What follows belongs to an exercise in optimizing a design on an open flow for small area; a production flow would make more cautious choices.
The RTL was checked by simulation tests, not by an equivalence proof against the original design.
Power figures rest on the tool's default switching activity, not on a simulated workload.

==> flow/design.v <==
`timescale      1ns/1ns
module buf0 (
	input	[0:0]	D,
	input		CLK,
	input		CE,
	output	[0:0]	Q
);
reg	[639:0]	sr;
always @(posedge CLK) begin
	if (CE)
		sr <= {sr[638:0], D};
end
assign Q = sr[639];
endmodule
`timescale 1 ps / 1 ps
module line_buffer (
	clken,
	clock,
	shiftin,
	shiftout,
	taps0x,
	taps1x,
	taps2x);
	input	  clken;
	input	  clock;
	input	[0:0]  shiftin;
	output	[0:0]  shiftout;
	output	[0:0]  taps0x;
	output	[0:0]  taps1x;
	output	[0:0]  taps2x;
buf0 l0 (
.D(shiftin),       
.CLK(clock),   
.CE(clken),     
.Q(taps0x)       
);
buf0 l1 (
.D(taps0x),       
.CLK(clock),   
.CE(clken),     
.Q(taps1x)       
);
buf0 l2 (
.D(taps1x),       
.CLK(clock),   
.CE(clken),     
.Q(taps2x)       
);
assign shiftout = taps2x;
endmodule
`timescale      1ns/1ns
module  RGB2Ycbcr(
        input                   s_rst_n                 ,       
        input                   sclk                    ,       
        input           [7:0]   rgb_r                   ,
        input           [7:0]   rgb_g                   ,
        input           [7:0]   rgb_b                   ,
        input                   vsync_i                 ,
        input                   hsync_i                 ,
        input           [7:0]   data_1_up               ,
        input           [7:0]   data_1_down             ,
        input           [7:0]   data_2_up               ,
        input           [7:0]   data_2_down             ,
        output  reg             vsync_o                 ,       
        output  reg             hsync_o                 ,       
        output  wire    [7:0]   data_o                  
);
localparam              cb_up   =       8'd255   ;
localparam              cb_down =       8'd180   ;
localparam              cr_up   =       8'd128   ;
localparam              cr_down =       8'd80    ;
reg             [15:0]          Y_sum           ;
reg             [15:0]          Cb_sum          ;
reg             [15:0]          Cr_sum          ;
reg             [7:0]           Y_data          ;
reg             [7:0]           Cb_data         ;
reg             [7:0]           Cr_data         ;
reg                             vsync_i_r0      ;
reg                             hsync_i_r0      ;
reg             [7:0]           state           ;
always  @(posedge sclk or negedge s_rst_n) begin
        if(s_rst_n == 1'b0)
                Y_sum <= 16'd0;
        else
                Y_sum <= 8'd77 * rgb_r + 8'd150 * rgb_g + 8'd29 * rgb_b; 
end
always  @(posedge sclk or negedge s_rst_n) begin
        if(s_rst_n == 1'b0)
                Cb_sum <= 16'd0;
        else
                Cb_sum <= -8'd43 * rgb_r - 8'd85 * rgb_g + 8'd128 * rgb_b; 
end
always  @(posedge sclk or negedge s_rst_n) begin
        if(s_rst_n == 1'b0)
                Cr_sum <= 16'd0;
        else
                Cr_sum <= 8'd128 * rgb_r - 8'd107 * rgb_g - 8'd21 * rgb_b; 
end
always  @(posedge sclk or negedge s_rst_n) begin
        if(s_rst_n == 1'b0)
                Y_data <= 8'd0;
        else
                Y_data <=  Y_sum[15:8];
end
always  @(posedge sclk or negedge s_rst_n) begin
        if(s_rst_n == 1'b0)
                Cb_data <= 8'd0;
        else
                Cb_data <=  Cb_sum[15:8] + 8'd128;
end
always  @(posedge sclk or negedge s_rst_n) begin
        if(s_rst_n == 1'b0)
                Cr_data <= 8'd0;
        else
                Cr_data <=  Cr_sum[15:8] +8'd128;
end
always  @(posedge sclk ) begin
        hsync_i_r0 <= hsync_i;
        hsync_o <= hsync_i_r0;
end
always  @(posedge sclk ) begin
        vsync_i_r0 <= vsync_i;
        vsync_o <= vsync_i_r0;
end
 assign  data_o = (Cb_data > cb_down && Cb_data < cb_up 
 		&& Cr_data > cr_down && Cr_data < cr_up) ? 8'hff : 8'h00 ;  
endmodule
`timescale      1ns/1ns
module Cor_alg (
	input						sclk		, 
	input						s_rst_n		,
	input						vsync_i		,
	input						hsync_i		,
	input						data_en_i	,
	input			[15:0]		Cor_data_i	,
	output	reg					vsync_o		,
	output	reg					hsync_o		,
	output	reg					data_en_o	,
	output	wire	[15:0]		Cor_data_o
);
reg							line1_1			;
reg							line1_2			;
reg							line1_3			;
reg							line2_1			; 
reg							line2_2			;
reg							line2_3			;
reg							line3_1			; 
reg							line3_2			;
reg							line3_3			;
reg							data_flag		;
reg							data_en_r0		;
reg							data_en_r1		;
reg							data_en_r2		;
reg                     	vsync_i_r0      ;
reg                     	vsync_i_r1      ;
reg                     	vsync_i_r2      ;
reg                     	hsync_i_r0      ;
reg                     	hsync_i_r1      ;
reg                     	hsync_i_r2      ;
wire						line1			;
wire						line2			;
wire						line3			;
line_buffer	cor_buffer_inst (
	.clock 			( sclk 			),
	.clken			( data_en_i		),
	.shiftin 		( Cor_data_i[0]	),
	.shiftout 		( 		 		),
	.taps0x 		( line1 		),
	.taps1x 		( line2 		),
	.taps2x 		( line3 		)
	);
always @ (posedge sclk ) begin
		line1_1	<= line1;
		line1_2 <= line1_1;
		line1_3 <= line1_2;
end
always @ (posedge sclk ) begin
		line2_1	<= line2;
		line2_2 <= line2_1;
		line2_3 <= line2_2;
end
always @ (posedge sclk ) begin
		line3_1	<= line3;
		line3_2 <= line3_1;
		line3_3 <= line3_2;
end
always @ (posedge sclk or negedge s_rst_n) begin
	if(s_rst_n == 1'b0)
		data_flag <= 1'b0;	
	else if((line1_1 ==1'b1 || line1_2 ==1'b1 || line1_3 ==1'b1  ||
			 line2_1 ==1'b1 || line2_2 ==1'b1 || line2_3 ==1'b1  ||
			 line3_1 ==1'b1 || line3_2 ==1'b1 || line3_3 ==1'b1 ) && data_en_r2) 
		data_flag <= 1'b1;
	else 
	    data_flag <= 1'b0;   
end
always @ (posedge sclk ) begin	
        data_en_r0 <= data_en_i;
		data_en_r1 <= data_en_r0;
		data_en_r2 <= data_en_r1;
		data_en_o <= data_en_r2;
end
always  @(posedge sclk ) begin
        hsync_i_r0 <= hsync_i;
        hsync_i_r1 <= hsync_i_r0;
        hsync_i_r2 <= hsync_i_r1;
        hsync_o <= hsync_i_r2;
end
always  @(posedge sclk ) begin
        vsync_i_r0 <= vsync_i;
        vsync_i_r1 <= vsync_i_r0;
        vsync_i_r2 <= vsync_i_r1;
        vsync_o <= vsync_i_r2;
end
assign Cor_data_o = data_flag == 1'b1 ? 16'hffff : 16'd0;
endmodule
`timescale      1ns/1ns
module Exp_alg (
	input						sclk		, 
	input						s_rst_n		,
	input						vsync_i		,
	input						hsync_i		,
	input						data_en_i	,
	input			[15:0]		Exp_data_i	,
	output	reg					vsync_o		,
	output	reg					hsync_o		,
	output	reg					data_en_o	,
	output	wire	[15:0]		Exp_data_o
);
reg							line1_1			;
reg							line1_2			;
reg							line1_3			;
reg							line2_1			; 
reg							line2_2			;
reg							line2_3			;
reg							line3_1			; 
reg							line3_2			;
reg							line3_3			;
reg							data_flag		;
reg							data_en_r0		;
reg							data_en_r1		;
reg							data_en_r2		;
reg                     	vsync_i_r0      ;
reg                     	vsync_i_r1      ;
reg                     	vsync_i_r2      ;
reg                     	hsync_i_r0      ;
reg                     	hsync_i_r1      ;
reg                     	hsync_i_r2      ;
wire						line1			;
wire						line2			;
wire						line3			;
line_buffer	exp_buffer_inst (
	.clock 			( sclk 			),
	.clken			( data_en_i		),
	.shiftin 		( Exp_data_i[0]	),
	.shiftout 		( 		 		),
	.taps0x 		( line1 		),
	.taps1x 		( line2 		),
	.taps2x 		( line3 		)
	);
always @ (posedge sclk ) begin
		line1_1	<= line1;
		line1_2 <= line1_1;
		line1_3 <= line1_2;
end
always @ (posedge sclk ) begin
		line2_1	<= line2;
		line2_2 <= line2_1;
		line2_3 <= line2_2;
end
always @ (posedge sclk ) begin
		line3_1	<= line3;
		line3_2 <= line3_1;
		line3_3 <= line3_2;
end
always @ (posedge sclk or negedge s_rst_n) begin
	if(s_rst_n == 1'b0)
		data_flag <= 1'b0;	
	else if((line1_1 ==1'b0 || line1_2 ==1'b0 || line1_3 ==1'b0  ||
			 line2_1 ==1'b0 || line2_2 ==1'b0 || line2_3 ==1'b0  ||
			 line3_1 ==1'b0 || line3_2 ==1'b0 || line3_3 ==1'b0 ) && data_en_r2) 
		data_flag <= 1'b0;
	else 
	    data_flag <= 1'b1;   
end
always @ (posedge sclk ) begin	
        data_en_r0 <= data_en_i;
		data_en_r1 <= data_en_r0;
		data_en_r2 <= data_en_r1;
		data_en_o <= data_en_r2;
end
always  @(posedge sclk ) begin
        hsync_i_r0 <= hsync_i;
        hsync_i_r1 <= hsync_i_r0;
        hsync_i_r2 <= hsync_i_r1;
        hsync_o <= hsync_i_r2;
end
always  @(posedge sclk ) begin
        vsync_i_r0 <= vsync_i;
        vsync_i_r1 <= vsync_i_r0;
        vsync_i_r2 <= vsync_i_r1;
        vsync_o <= vsync_i_r2;
end
assign Exp_data_o = data_flag == 1'b0 ? 16'h0 : 16'hffff;
endmodule
`timescale      1ns/1ns
module Boundary_extraction (
	input					sclk			, 
	input					s_rst_n			,
	input					vsync_i			,
	input					hsync_i			,
	input					data_en_i		,
	input					bound_data_i	,
	output wire [15:0] valid_num,
	output	wire	[31:0]	x_coor			,
	output	wire	[31:0]	y_coor			,
	output	wire			coor_valid_flag	
);
reg 						data_en_i_pos	;
reg 						data_en_i_r1	;
reg 						vsync_i_pos		;
reg 						vsync_i_neg		;
reg 						vsync_i_r1		;
reg 			[15:0]		valid_num_cnt	;
reg 						valid_flag		;
reg				[31:0]		x_coor_all		;
reg				[31:0]		y_coor_all		;
reg 			[9:0]		row_cnt			;
reg 			[9:0]		col_cnt			;
always @ (posedge sclk) begin	
	data_en_i_r1 <= data_en_i;
end
always @ (posedge sclk or negedge s_rst_n) begin
	if(s_rst_n == 1'b0)
		data_en_i_pos <= 1'b0;
	else if (~data_en_i_r1 && data_en_i)
	    data_en_i_pos <= 1'b1;    
	else	
        data_en_i_pos <= 1'b0;
end
always @ (posedge sclk) begin	
	vsync_i_r1 <= vsync_i;
end
always @ (posedge sclk or negedge s_rst_n) begin
	if(s_rst_n == 1'b0)
		vsync_i_pos <= 1'b0;
	else if (~vsync_i_r1 && vsync_i)
	    vsync_i_pos <= 1'b1;    
	else	
        vsync_i_pos <= 1'b0;
end
always @ (posedge sclk or negedge s_rst_n) begin
	if(s_rst_n == 1'b0)
		vsync_i_neg <= 1'b0;
	else if (vsync_i_r1 && ~vsync_i)
	    vsync_i_neg <= 1'b1;    
	else	
        vsync_i_neg <= 1'b0;
end
always @ (posedge sclk or negedge s_rst_n) begin
	if(s_rst_n == 1'b0)
		row_cnt <= 10'd0;
	else if (vsync_i_neg == 1'b1)        	
		row_cnt <= 10'd0; 	
	else if (data_en_i_pos == 1'b1 )
		row_cnt <= row_cnt + 1'b1;   
end
 always @ (posedge sclk or negedge s_rst_n) begin
 	if(s_rst_n == 1'b0)
 		col_cnt <= 10'd0;
 	else if (data_en_i == 1'b1)
 		col_cnt <= col_cnt + 1'b1;
 	else	
         col_cnt <= 10'd0;
 end
always @ (posedge sclk or negedge s_rst_n) begin
	if(s_rst_n == 1'b0)
		valid_num_cnt <= 16'd0;
	else if (vsync_i_neg == 1'b1)
		valid_num_cnt <= 16'd0;   
	else if (data_en_i == 1'b1 && bound_data_i == 1'b1)
		valid_num_cnt <= valid_num_cnt + 1'b1;   
end
always @ (posedge sclk or negedge s_rst_n) begin
	if(s_rst_n == 1'b0)
		valid_flag <= 1'b0;
	else if (vsync_i_neg == 1'b1)
		valid_flag <= 1'b0;	        
	else if (valid_num_cnt >= 16'd1500)
		valid_flag <= 1'b1;      
end
always @ (posedge sclk or negedge s_rst_n) begin
	if(s_rst_n == 1'b0)
		x_coor_all <= 32'd0;
	else if (data_en_i == 1'b1 && bound_data_i == 1'b1)
	    x_coor_all <=  x_coor_all +  col_cnt;  
	else if (vsync_i_neg == 1'b1)
	    x_coor_all <= 32'd0;    	   
end
always @ (posedge sclk or negedge s_rst_n) begin
	if(s_rst_n == 1'b0)
		y_coor_all <= 32'd0;
	else if (data_en_i == 1'b1 && bound_data_i == 1'b1)
	    y_coor_all <=  y_coor_all +  row_cnt;  
	else if (vsync_i_neg == 1'b1)
	    y_coor_all <= 32'd0;    	   
end
assign x_coor =  (vsync_i == 1'b1 ) ? x_coor_all : 32'd0;
assign y_coor =  (vsync_i == 1'b1 ) ? y_coor_all : 32'd0;
assign valid_num =  (vsync_i == 1'b1 ) ? valid_num_cnt : 16'd0;
assign coor_valid_flag = vsync_i && valid_flag;
endmodule
`timescale      1ns/1ns
module  algo_top(
        input                   sclk                    ,       
        input                   s_rst_n                 ,   
        input                   vsync_i                 ,       
        input                   hsync_i                 ,       
	    input	[15 : 0]		data_i		            ,	
        input                   [1 : 0]sel              ,
        input                   data_en                 ,       
        output  reg             vsync_o                 ,       
        output  reg             hsync_o                 ,       
        output  [15 : 0] rgb565 ,
	    output  wire    [15 : 0]   valid_num            ,
        output  wire    [31 : 0]   x_coor               ,
        output  wire    [31 : 0]   y_coor               ,
        output  wire            coor_valid_flag        
);
reg     [17:0] rgb_data_o;
assign rgb565 ={rgb_data_o[17 : 13], rgb_data_o[11 : 6], rgb_data_o[5 : 1]};
localparam              RGB             = 2'b00         ;
localparam              YCBCR           = 2'b01         ;
localparam              CORRO           = 2'b10         ;
localparam              EXP             = 2'b11         ;
reg             [1:0]           state                   ;
reg             [17:0]          rgb_data_i0             ;
wire            [7:0]           rgb_r                   ;
wire            [7:0]           rgb_g                   ;
wire            [7:0]           rgb_b                   ;
wire		[7:0]           Ycbcr_data_o            ;
wire            [15:0]          Cor_data_o              ;
wire            [15:0]          Exp_data_o              ;
wire                            cor_vsync_o             ;
wire                            cor_hsync_o             ;
wire                            exp_vsync_o             ;
wire                            exp_hsync_o             ;
wire                            ycbcr_vsync_o           ;
wire                            ycbcr_hsync_o           ;
wire            [7:0]           data_1_up               ;
wire            [7:0]           data_1_down             ;
wire            [7:0]           data_2_up               ;
wire            [7:0]           data_2_down             ;
wire                            cor_data_en_o           ;
wire                            exp_data_en_o           ;
always  @(posedge sclk or negedge s_rst_n) begin
        if(s_rst_n == 1'b0)
                state <= RGB;
        else state <= sel;
end
always  @(posedge sclk ) begin
          rgb_data_i0 <= {data_i[15 : 11], 1'b0, data_i[10 : 5], data_i[4 : 0], 1'b0};              
end
always  @(posedge sclk ) begin
        if(state == RGB) begin
                rgb_data_o <= rgb_data_i0;
                vsync_o <= vsync_i; 
                hsync_o <= hsync_i; 
                end
        else if(state == YCBCR) begin
                rgb_data_o <= {Ycbcr_data_o,Ycbcr_data_o,Ycbcr_data_o[1:0]};
                vsync_o <= ycbcr_vsync_o;
                hsync_o <= ycbcr_hsync_o;
                end
        else if(state == CORRO) begin
                rgb_data_o <= {Cor_data_o,Cor_data_o[1:0]}; 
                vsync_o <= cor_vsync_o;
                hsync_o <= cor_hsync_o;
                end
        else if(state == EXP) begin
                rgb_data_o <= {Exp_data_o,Exp_data_o[1:0]}; 
                vsync_o <= exp_vsync_o;
                hsync_o <= exp_hsync_o;
                end                
end
assign  rgb_r = {data_i[15 : 11], 3'b0};
assign  rgb_g = {data_i[10 : 5] , 2'b0};
assign  rgb_b = {data_i[4 : 0]  , 3'b0};
RGB2Ycbcr       RGB2Ycbcr_inst(
        .s_rst_n                (s_rst_n                ),
        .sclk                   (sclk                   ),
        .rgb_r                  (rgb_r                  ),
        .rgb_g                  (rgb_g                  ),
        .rgb_b                  (rgb_b                  ),
        .vsync_i                (vsync_i                ),
        .hsync_i                (hsync_i                ),
        .data_1_up              (8'b0              ),
        .data_1_down            (8'b0            ),
        .data_2_up              (8'b0              ),
        .data_2_down            (8'b0            ),
        .vsync_o                (ycbcr_vsync_o          ),
        .hsync_o                (ycbcr_hsync_o          ),
        .data_o                 (Ycbcr_data_o           )
);
Cor_alg 			Cor_alg_inst(
        .sclk                   (sclk                   ), 
        .s_rst_n                (s_rst_n                ),
        .vsync_i                (ycbcr_vsync_o          ),
        .hsync_i                (ycbcr_hsync_o          ),
        .data_en_i              (data_en                ),
        .Cor_data_i             ({Ycbcr_data_o,Ycbcr_data_o}  ),
        .vsync_o                (cor_vsync_o            ),
        .hsync_o                (cor_hsync_o            ),
        .data_en_o              (cor_data_en_o          ),
        .Cor_data_o             (Cor_data_o             )
);
Exp_alg                         Exp_alg_inst(
        .sclk                   (sclk                   ), 
        .s_rst_n                (s_rst_n                ),
        .vsync_i                (cor_vsync_o            ),
        .hsync_i                (cor_hsync_o            ),
        .data_en_i              (cor_data_en_o          ),
        .Exp_data_i             (Cor_data_o             ),
        .vsync_o                (exp_vsync_o            ),
        .hsync_o                (exp_hsync_o            ),
        .data_en_o              (exp_data_en_o          ),
        .Exp_data_o             (Exp_data_o             )
);
Boundary_extraction             Boundary_extraction_inst(
        .sclk                   (sclk                   ), 
        .s_rst_n                (s_rst_n                ),
        .vsync_i                (cor_vsync_o            ),
        .hsync_i                (cor_hsync_o            ),
        .data_en_i              (cor_data_en_o          ),
        .bound_data_i           (Cor_data_o[0:0]        ),
        .valid_num              (valid_num              ),
        .x_coor                 (x_coor                 ),
        .y_coor                 (y_coor                 ),
        .coor_valid_flag        (coor_valid_flag        )
);
endmodule
==> flow/run.sh <==
#!/bin/bash
# synth_recipe.tcl (not shown) runs the flow's synth.tcl, then flattens the netlist and writes it again
# the make line also repeats each setting of config.mk as NAME=value (left out here)
make -C /OpenROAD-flow-scripts/flow DESIGN_CONFIG=/design/flow/config.mk WORK_HOME=/design/flow/orfs CLKGATE_MAP_FILE= SYNTH_SCRIPT=/design/flow/synth_recipe.tcl finish
==> flow/config.mk <==
export PLATFORM = sky130hd
export DESIGN_NAME = algo_top
export DESIGN_NICKNAME = algo_top
export VERILOG_FILES = /design/flow/design.v
export SDC_FILE = /design/flow/constraint.sdc
export NUM_CORES = 4
export LEC_CHECK = 0
export CAP_MARGIN = 20
export CORE_MARGIN = 2
export CORE_UTILIZATION = 40
export SLEW_MARGIN = 20
==> flow/constraint.sdc <==
create_clock -name core_clock -period 10.0 [get_ports {sclk}]
set_input_delay 2.0000 -clock core_clock [delete_from_list [all_inputs] [get_ports {sclk}]]
set_output_delay 2.0000 -clock core_clock [all_outputs]
set_load 0.01 [all_outputs]
==> results.txt <==
cells in the mapped netlist (4+ instances only):
cell,number
or2_2,4
o21bai_1,8
nor3_1,26
inv_1,107
o211ai_1,16
o41ai_1,4
nand2b_1,7
o311ai_0,5
dfrtp_1,139
xor2_1,36
a21boi_0,6
dfxtp_1,61
or3_1,5
and2_1,94
a31oi_1,10
a31o_2,4
a21o_1,38
nand2_1,81
and3_1,19
a21oi_1,37
nand4_1,20
o21ai_0,31
ha_1,133
mux2i_1,28
o21a_1,9
and4_1,4
xnor2_1,47
nor2b_1,11
nand3_1,44
nor2_1,57
edfxtp_1,3858
o31ai_1,19
clkbuf_1,31
nor4_1,6
nor3b_1,8
or4_1,4
fa_1,36
path summary, 6_finish.rpt:
kind,slack (ns),startpoint,endpoint
max,3.14,data_i[8],RGB2Ycbcr_inst.Cb_sum[15]
min,0.29,Exp_alg_inst.hsync_i_r0,Exp_alg_inst.hsync_i_r1
max reg2reg,6.04,Cor_alg_inst.data_en_o,Exp_alg_inst.exp_buffer_inst.l0.sr[91]
min reg2reg,0.29,Exp_alg_inst.hsync_i_r0,Exp_alg_inst.hsync_i_r1
max in group asynchronous,7.40,s_rst_n,RGB2Ycbcr_inst.Cr_sum[13]
min in group asynchronous,1.25,s_rst_n,Boundary_extraction_inst.x_coor_all[12]
area by class of cell:
| cell class | count | share of cell area |
|---|---|---|
| Clock buffer | 466 | 0.0689 |
| Multi-Input combinational cell | 922 | 0.0494 |
| Tap cell | 4180 | 0.0354 |
| Antenna cell | 1 | 0.0000169 |
| Inverter | 107 | 0.00272 |
| Sequential cell | 4058 | 0.816 |
| Timing Repair Buffer | 163 | 0.0120 |
| Clock inverter | 237 | 0.0154 |
where the power goes:
group          internal, mW  total [mW]  switching [mW]  leakage [nW]
registers              19.7        20.0           0.296          40.1
logic                 0.559        1.55           0.996          4.49
clock network          8.10        14.2            6.08          6.07
worst max-delay path, cell delays in order:
cell	delay [ns]
clkdlybuf4s50_1	0.57
ha_1	0.48
ha_1	0.34
fa_1	0.55
inv_1	0.07
fa_1	0.46
nor2b_1	0.13
o21ai_0	0.11
a21boi_0	0.40
o41a_1	0.24
nor4_1	0.06
a2111oi_0	0.78
fa_1	0.55
ha_1	0.35
a21o_1	0.19
a31o_2	0.22
xnor2_1	0.12
sequential cells by signal, summed over array words and instances, names as in the netlist, 32 cells and up:
signal	count
Cor_alg_inst.cor_buffer_inst.l0.sr	640
Cor_alg_inst.cor_buffer_inst.l1.sr	640
Cor_alg_inst.cor_buffer_inst.l2.sr	640
Exp_alg_inst.exp_buffer_inst.l0.sr	640
Exp_alg_inst.exp_buffer_inst.l1.sr	640
Exp_alg_inst.exp_buffer_inst.l2.sr	640
Boundary_extraction_inst.x_coor_all	32
Boundary_extraction_inst.y_coor_all	32
layout by cell type, fill, tap and decap left out, types with 31 or more instances in the layout:
cell and n:
inv_1 107, nand3_1 44, a21oi_1 37, clkinv_1 87
clkbuf_1 68, xor2_1 36, bufinv_16 31, and2_1 94
clkbuf_16 395, a21o_1 38, nor2_1 55, fa_1 36
ha_1 133, xnor2_1 46, clkinv_2 71, dfrtp_1 139
clkdlybuf4s50_1 119, o21ai_0 31, edfxtp_1 3858, nand2_1 80
dfxtp_1 59
routing by layer:
metal  part of all wire  global-route usage  vias to the layer above
met2               0.41               0.134                      699
met5                  0                   0                        -
li1                   -                   -                    21300
met3              0.039              0.0196                      386
met1               0.52               0.164                    23600
met4              0.030              0.0354                        0
logic make-up after synthesis:
logic type	after synthesis
simple gates	408
flops	4058
xor+xnor	83
fa+ha+maj	169
mux	30
buf+inv	146
other cells	1
compound gates	214
metrics by stage:
step	hold WS [ns]	instance area, um^2
final	0.289	148000
after global routing	0.276	148000
after floorplan	0.310	128000
after CTS	0.278	148000
after detailed placement	0.313	135000
after global placement	0.312	135000
==> summary.md <==
| Metric | Value |
|---|---|
| Total global-route track usage | `0.101` |
| Post-Synthesis Cell Area | `128000 um^2` |
| Storage cell area | `121000 um^2` |
| Die Height | `570 um` |
| Area added between synthesis and finish | `15.1%` |
| EDFF count, synth | `3858` |
| Post-Synth Adder-Cell Area | `0.0186` |
| Vias in the first global route | `between 40000 and 50000` |
| CTS tree | `built` |
| Status | `finished clean` |
| Overall routed net length | `167 mm` |
| Die Wd | `570 um` |
| FILL cells | `roughly 26000` |
| Fin Setup TNS | `0 ns` |
| Setup bufs post-CTS | `0` |
| Post-synth top area cell | `edfxtp_1` |
| # DRC | `0` |
| Slew HR | `0.209` |
| Post-synthesis mux area share | `0.00254` |
| DRT Pass-1 Iters | `5` |
| CP Class | `primary input to register` |
| Std-Cell Rows | `207` |
| Routed via count | `46000` |
| Hold-fix buffers, CTS | `0` |
| Final Non-Filler Cells | `10100` |
| Clock Latency Late Sink | `0.89 ns` |
| Clock slew at reported path FFs | `approximately 0.060 ns` |
| CP startpoint kind | `primary input` |
| Footprint of the multi-input gates | `7290 um^2` |
| Pwr Total | `35.8 mW` |
| Main area contributors after synthesis | `edfxtp_1 (90%), dfrtp_1 (2.7%), ha_1 (1.3%)` |
| # H-tree levels | `5` |
| Power Dens Cells | `242 nW/um^2` |
| Share of the yosys chip area belonging to registers | `0.940` |
| Vias per cell | `4.54` |
| Post-synthesis xor/xnor area fraction | `0.00567` |
| Root Driver | `clkbuf_16` |
| Cells after Synth | `5109` |
| Grt total ovfl | `0` |
| Dominant synthesized flop cell | `edfxtp_1` |
| CTS buffer count | `389` |
| RSZ-0062 raised after global routing | `no` |
| Slew @ Worst Pin | `1.19 ns` |
| Maxcap violations | `0` |
| Final worst path period share | `0.686` |
| HP Class | `register to register` |
| Final setup margin | `around 3.1 ns` |
| Post-Synth Simple-Gate Area | `0.0175` |
| Clock sinks | `4058` |
| Routed Antenna Nets | `0` |
| Crit path required time | `10.76 ns` |
| Core ar. | `319000 um^2` |
| Ys Warns | `6` |
| Starting Density | `0.403` |
| Placed cells | `9427` |
| I/O pin count | `122` |
| Hold-critical path depth | `0` |
| Post-synth top area share | `0.903` |
| R2R depth | `4` |
| Fraction of layout cells with a size suffix above 1 | `0.104` |
| Max clock buf depth | `4` |
| Lkg Pwr | `slightly above 50 nW` |
| Synth Register Bits | `4058` |
| Fin nets | `5833` |
| Detailed router's first-iteration violation count | `4151` |
| Die area | `between 300000 and 400000 um^2` |
| Dpl ws | `2.18 ns` |
| Fmax | `between 100 and 150 MHz` |
| Largest net degree at the start of global routing | `228` |
| Post-DR wirelength/cell | `16.5 um` |
| Minimum clock period | `a little under 7 ns` |
| Crit path DAT | `7.62 ns` |
| First-pass GRT wire length | `~270 mm` |
| CTS resizes | `0` |
| Initial antenna violation count | `5` |
| CP endpoint kind | `register` |
| Skew final | `0.0596 ns` |
| Max-slew violations | `0` |
| Largest family of logic cells by synthesized area | `adder cells` |
| Worst VDD drop | `173 uV` |
| Synth Area per Inst | `approximately 25 um^2` |
| Hold Violations, Final | `0` |
| Buffers on Ports | `121` |
| CP max FO | `5` |
| Routability congestion estimate | `roughly 0.74` |
| Async set-reset flop share out of synthesis | `0.0343` |
| Final Core Density | `0.464` |
| DP Wirelength | `80.4 mm` |
| Complex-gate fraction of the synthesized area | `0.0117` |
| Final Setup Violations | `0` |
| Synth unique cells | `between 70 and 80` |

## what the ideal ports hide
The results above use ideal ports. As a check the final layout listed here was re-extracted and re-timed, cells and wires unchanged. Step 1 sets driving cells, clkbuf_16 on the clock port and buf_2 on the other inputs (assumed; they add their load-dependent delay and slew). Step 2 moves the port delays by t, midway between the first and last clock arrival at a register: inputs arrive t later, outputs are due t later. That takes back most of the time a late clock gives input paths. Three values: ideal ports, drivers, drivers and shift; two values: the first two.
t, ns: 0.954
slack for setup (ns): 3.139 / 3.202 / 2.248
worst hold slack (ns): 0.289 / 0.289 / 0.289
After both steps setup and hold are still met in this run. For this run, drivers alone change the setup slack by +0.063 ns; drivers and shift together by -0.891 ns.
